Context: an optimization exercise on an open-source flow, tuned for a short achievable clock period and few clock cycles. The choices shown serve that exercise and are no tape-out recipe. Only simulation tests tie the RTL to the original design; equivalence was not proved. No driver is modelled on the clock port, so clock power and skew are understated where the tree is cut down; a real chip needs a root buffer or a tree. Power figures rest on the tool's default switching activity, not on a simulated workload.

## reduction
module reduction
#(
    parameter SOURCE_WIDTH = 640,
    parameter SOURCE_HEIGHT = 480,
    parameter SOURCE_DATA_WIDTH = 1,
    parameter SOURCE_ADDR_WIDTH = 19,
    parameter DEST_ADDR_WIDTH = 17,
    parameter DEST_DATA_WIDTH = 1
)
(
    input clk,
    input resetn,
    input go,
    input [SOURCE_DATA_WIDTH-1:0] source_data,
    output reg [SOURCE_ADDR_WIDTH-1:0] source_addr,
    output reg [DEST_ADDR_WIDTH-1:0] dest_addr,
    output reg [DEST_DATA_WIDTH-1:0] dest_data,
    output reg dest_write_enable,
    output reg done
);
Size in the first run: ~220 flip-flops, roughly 43 I/O pins, about 7100 um^2 of cells after synthesis.
==> flow/config.mk <==
export PLATFORM = sky130hd
export DESIGN_NAME = reduction
export DESIGN_NICKNAME = reduction
export VERILOG_FILES = /design/flow/design.v
export SDC_FILE = /design/flow/constraint.sdc
export NUM_CORES = 4
export LEC_CHECK = 0
export ABC_CLOCK_PERIOD_IN_PS = 10000
export CAP_MARGIN = 20
export CORE_MARGIN = 2
export CORE_UTILIZATION = 40
export PLACE_DENSITY = 0.6
export SLEW_MARGIN = 20
==> flow/constraint.sdc <==
create_clock -name core_clock -period 13.0 [get_ports {clk}]
set_input_delay 2.6000 -clock core_clock [delete_from_list [all_inputs] [get_ports {clk}]]
set_output_delay 2.6000 -clock core_clock [all_outputs]
set_load 0.01 [all_outputs]
standard.sh (not shown) runs the stock make flow with config.mk's settings and CLKGATE_MAP_FILE= SYNTH_SCRIPT=/design/flow/synth_recipe.tcl, a recipe that flattens the netlist after the stock synthesis.
==> flow/flow/run.sh <==
#!/bin/bash
# Standard synthesis and placement; a hand-built two-level clock tree with
# timing repair aiming for a wide setup margin (flow/cts.tcl) in place of
# ORFS's CTS step; then ORFS's routing and finishing with the same margin.
# The design's clock and constraints are unchanged.
set -euo pipefail
MARGIN=9.9
bash standard.sh synth > synth.log 2>&1
bash standard.sh place > place.log 2>&1
export RESULTS=$PWD/orfs/results/sky130hd/reduction/base
export FLOWDIR=$PWD/flow
export MARGIN CTS_NTOP=4 CTS_NLEAF=24 CTS_TOP_BUF=sky130_fd_sc_hd__clkinv_16 CTS_LEAF_BUF=sky130_fd_sc_hd__clkinv_4
export DONT_USE="sky130_fd_sc_hd__probe_p_8 sky130_fd_sc_hd__probec_p_8 sky130_fd_sc_hd__lpflow_*"
openroad -no_init -exit flow/cts.tcl > cts.log 2>&1
bash standard.sh SETUP_SLACK_MARGIN=$MARGIN finish > finish.log 2>&1
==> flow/flow/cts.tcl <==
# Clock tree and timing repair in place of ORFS's CTS step: reads the placed
# design, builds a two-level clock tree by hand (mcts.tcl), repairs setup
# with a wide margin and then hold, and writes ORFS's 4_1_cts.odb and 4_cts.sdc.
set P $::env(FLOW_HOME)/platforms/sky130hd
set R $::env(RESULTS)
read_lef $P/lef/sky130_fd_sc_hd.tlef
read_lef $P/lef/sky130_fd_sc_hd_merged.lef
read_liberty $P/lib/sky130_fd_sc_hd__tt_025C_1v80.lib
read_db $R/3_place.odb
read_sdc $R/3_place.sdc
source $P/setRC.tcl
set_dont_use $::env(DONT_USE)

source $::env(FLOWDIR)/mcts.tcl
manual_cts $::env(CTS_NTOP) $::env(CTS_NLEAF) $::env(CTS_TOP_BUF) $::env(CTS_LEAF_BUF)
detailed_placement
set_propagated_clock [all_clocks]
estimate_parasitics -placement
report_clock_latency
report_checks -path_delay max -format full_clock_expanded

repair_timing -setup -setup_margin $::env(MARGIN) -repair_tns 100 -verbose
detailed_placement
estimate_parasitics -placement
repair_timing -hold -hold_margin 0.05 -verbose
detailed_placement
check_placement -verbose
estimate_parasitics -placement
report_clock_latency
report_checks -path_delay max -format full_clock_expanded
report_checks -path_delay max -group_path_count 5
report_checks -path_delay min

write_db $R/4_1_cts.odb
write_sdc $R/4_cts.sdc
Other scripts of this flow, unchanged in this note and not shown: flow/flow/mcts.tcl
The baseline finished with timing, DRC and antenna clean.
Testbench counts at the start, summed over its fixed seeds: cycles 561,903.
Next try:
--- a/flow/config.mk
+++ b/flow/config.mk
@@ -9,5 +9,5 @@
 export CAP_MARGIN = 20
 export CORE_MARGIN = 2
-export CORE_UTILIZATION = 40
-export PLACE_DENSITY = 0.6
+export CORE_UTILIZATION = 70
+export PLACE_DENSITY = 0.85
 export SLEW_MARGIN = 20
What happened:
- synthesized cell count stays the same
- core utilization rose by 34 points
- combinational power fell by about 7%
- setup slack gets worse by 0.0080 ns
Next try:
--- a/flow/flow/run.sh
+++ b/flow/flow/run.sh
@@ -10,5 +10,5 @@
 export RESULTS=$PWD/orfs/results/sky130hd/reduction/base
 export FLOWDIR=$PWD/flow
-export MARGIN CTS_NTOP=4 CTS_NLEAF=24 CTS_TOP_BUF=sky130_fd_sc_hd__clkinv_16 CTS_LEAF_BUF=sky130_fd_sc_hd__clkinv_4
+export MARGIN CTS_NTOP=4 CTS_NLEAF=24 CTS_TOP_BUF=sky130_fd_sc_hd__clkinv_16 CTS_LEAF_BUF=sky130_fd_sc_hd__clkinv_2
 export DONT_USE="sky130_fd_sc_hd__probe_p_8 sky130_fd_sc_hd__probec_p_8 sky130_fd_sc_hd__lpflow_*"
 openroad -no_init -exit flow/cts.tcl > cts.log 2>&1
--- a/flow/config.mk
+++ b/flow/config.mk
@@ -9,5 +9,5 @@
 export CAP_MARGIN = 20
 export CORE_MARGIN = 2
-export CORE_UTILIZATION = 70
-export PLACE_DENSITY = 0.85
+export CORE_UTILIZATION = 40
+export PLACE_DENSITY = 0.6
 export SLEW_MARGIN = 20
Outcome:
- The changed run produced a clean layout
- final cell count rose by roughly a tenth
- combinational power rose by a little under a tenth
- global-route usage fell by 12 points
- clock skew rose by 0.013 ns
- first-iteration DRC count rose by roughly a tenth
Next try:
--- a/flow/flow/run.sh
+++ b/flow/flow/run.sh
@@ -10,5 +10,5 @@
 export RESULTS=$PWD/orfs/results/sky130hd/reduction/base
 export FLOWDIR=$PWD/flow
-export MARGIN CTS_NTOP=4 CTS_NLEAF=24 CTS_TOP_BUF=sky130_fd_sc_hd__clkinv_16 CTS_LEAF_BUF=sky130_fd_sc_hd__clkinv_2
+export MARGIN CTS_NTOP=4 CTS_NLEAF=12 CTS_TOP_BUF=sky130_fd_sc_hd__clkinv_16 CTS_LEAF_BUF=sky130_fd_sc_hd__clkinv_8
 export DONT_USE="sky130_fd_sc_hd__probe_p_8 sky130_fd_sc_hd__probec_p_8 sky130_fd_sc_hd__lpflow_*"
 openroad -no_init -exit flow/cts.tcl > cts.log 2>&1
Result: Cell area goes up by 0.96%; first-iteration DRC count goes down by 5.4%; total power goes up by 4.5%; register-to-register slack improved by 0.04 ns; global-route usage goes down by 0.14 points; synthesized area does not change; clock skew goes down by 0.017 ns; worst hold slack got worse by 0.0031 ns; clock power goes up by 17%; via count goes down by 0.64%; synthesized cell count does not change.
Next try:
--- a/flow/flow/run.sh
+++ b/flow/flow/run.sh
@@ -10,5 +10,5 @@
 export RESULTS=$PWD/orfs/results/sky130hd/reduction/base
 export FLOWDIR=$PWD/flow
-export MARGIN CTS_NTOP=4 CTS_NLEAF=12 CTS_TOP_BUF=sky130_fd_sc_hd__clkinv_16 CTS_LEAF_BUF=sky130_fd_sc_hd__clkinv_8
+export MARGIN CTS_NTOP=4 CTS_NLEAF=32 CTS_TOP_BUF=sky130_fd_sc_hd__clkinv_16 CTS_LEAF_BUF=sky130_fd_sc_hd__clkinv_4
 export DONT_USE="sky130_fd_sc_hd__probe_p_8 sky130_fd_sc_hd__probec_p_8 sky130_fd_sc_hd__lpflow_*"
 openroad -no_init -exit flow/cts.tcl > cts.log 2>&1
=>
- cell area rises slightly
- setup slack got worse by 0.012 ns
- die area does not change
- register-to-register slack hardly moves
- combinational power stays flat
- total power rises by a few percent
- via count rises by a few percent
- global-route usage rises by 0.30 points
- worst hold slack got worse by 0.011 ns
- routed wire length rises slightly
- first-iteration DRC count falls by a few percent
No run of this note takes its clock network from TritonCTS; it comes from the design's own scripts or RTL.

port drivers added, routing unchanged:
The flow's constraints put no driver on any port. The routed layouts listed below were extracted and timed again, unchanged, in two steps. Step 1 (the two cells are an assumption about what drives the block):
set clk [get_ports {clk}]
set_driving_cell -lib_cell sky130_fd_sc_hd__clkbuf_16 $clk
set_driving_cell -lib_cell sky130_fd_sc_hd__buf_2 [delete_from_list [all_inputs] $clk]
Step 2 adds t to the input delays and takes it off the output delays; t is the mean of the earliest and latest rising clock arrival at the registers after step 1. Input paths then give back, and output paths get back, about the clock's delay inside the block. Slacks: ideal ports / drivers / drivers and shift; pairs: ideal ports / drivers.
| run | shift t [ns] | slack for setup (ns) | latest minus earliest clock arrival (ns) | worst register clock-pin slew, ns | pins driven straight from the clock port |
|---|---|---|---|---|---|
| the first run | 0.347 | 9.828 / 9.610 / 9.791 | 0.017 / 0.019 | 0.06 / 0.07 | 4 |
| the second run | 0.341 | 9.820 / 9.613 / 9.800 | 0.023 / 0.024 | 0.07 / 0.07 | 4 |
| the third run | 0.348 | 9.803 / 9.590 / 9.831 | 0.032 / 0.034 | 0.11 / 0.11 | 4 |
| the fourth run | 0.352 | 9.810 / 9.599 / 9.824 | 0.016 / 0.015 | 0.08 / 0.08 | 4 |
| the fifth run | 0.360 | 9.798 / 9.583 / 9.827 | 0.029 / 0.033 | 0.05 / 0.06 | 4 |
After both steps every run listed still meets setup and hold. The setup slack of the first run, which loses most, moves by -0.218 ns with the drivers and by -0.037 ns with both steps.
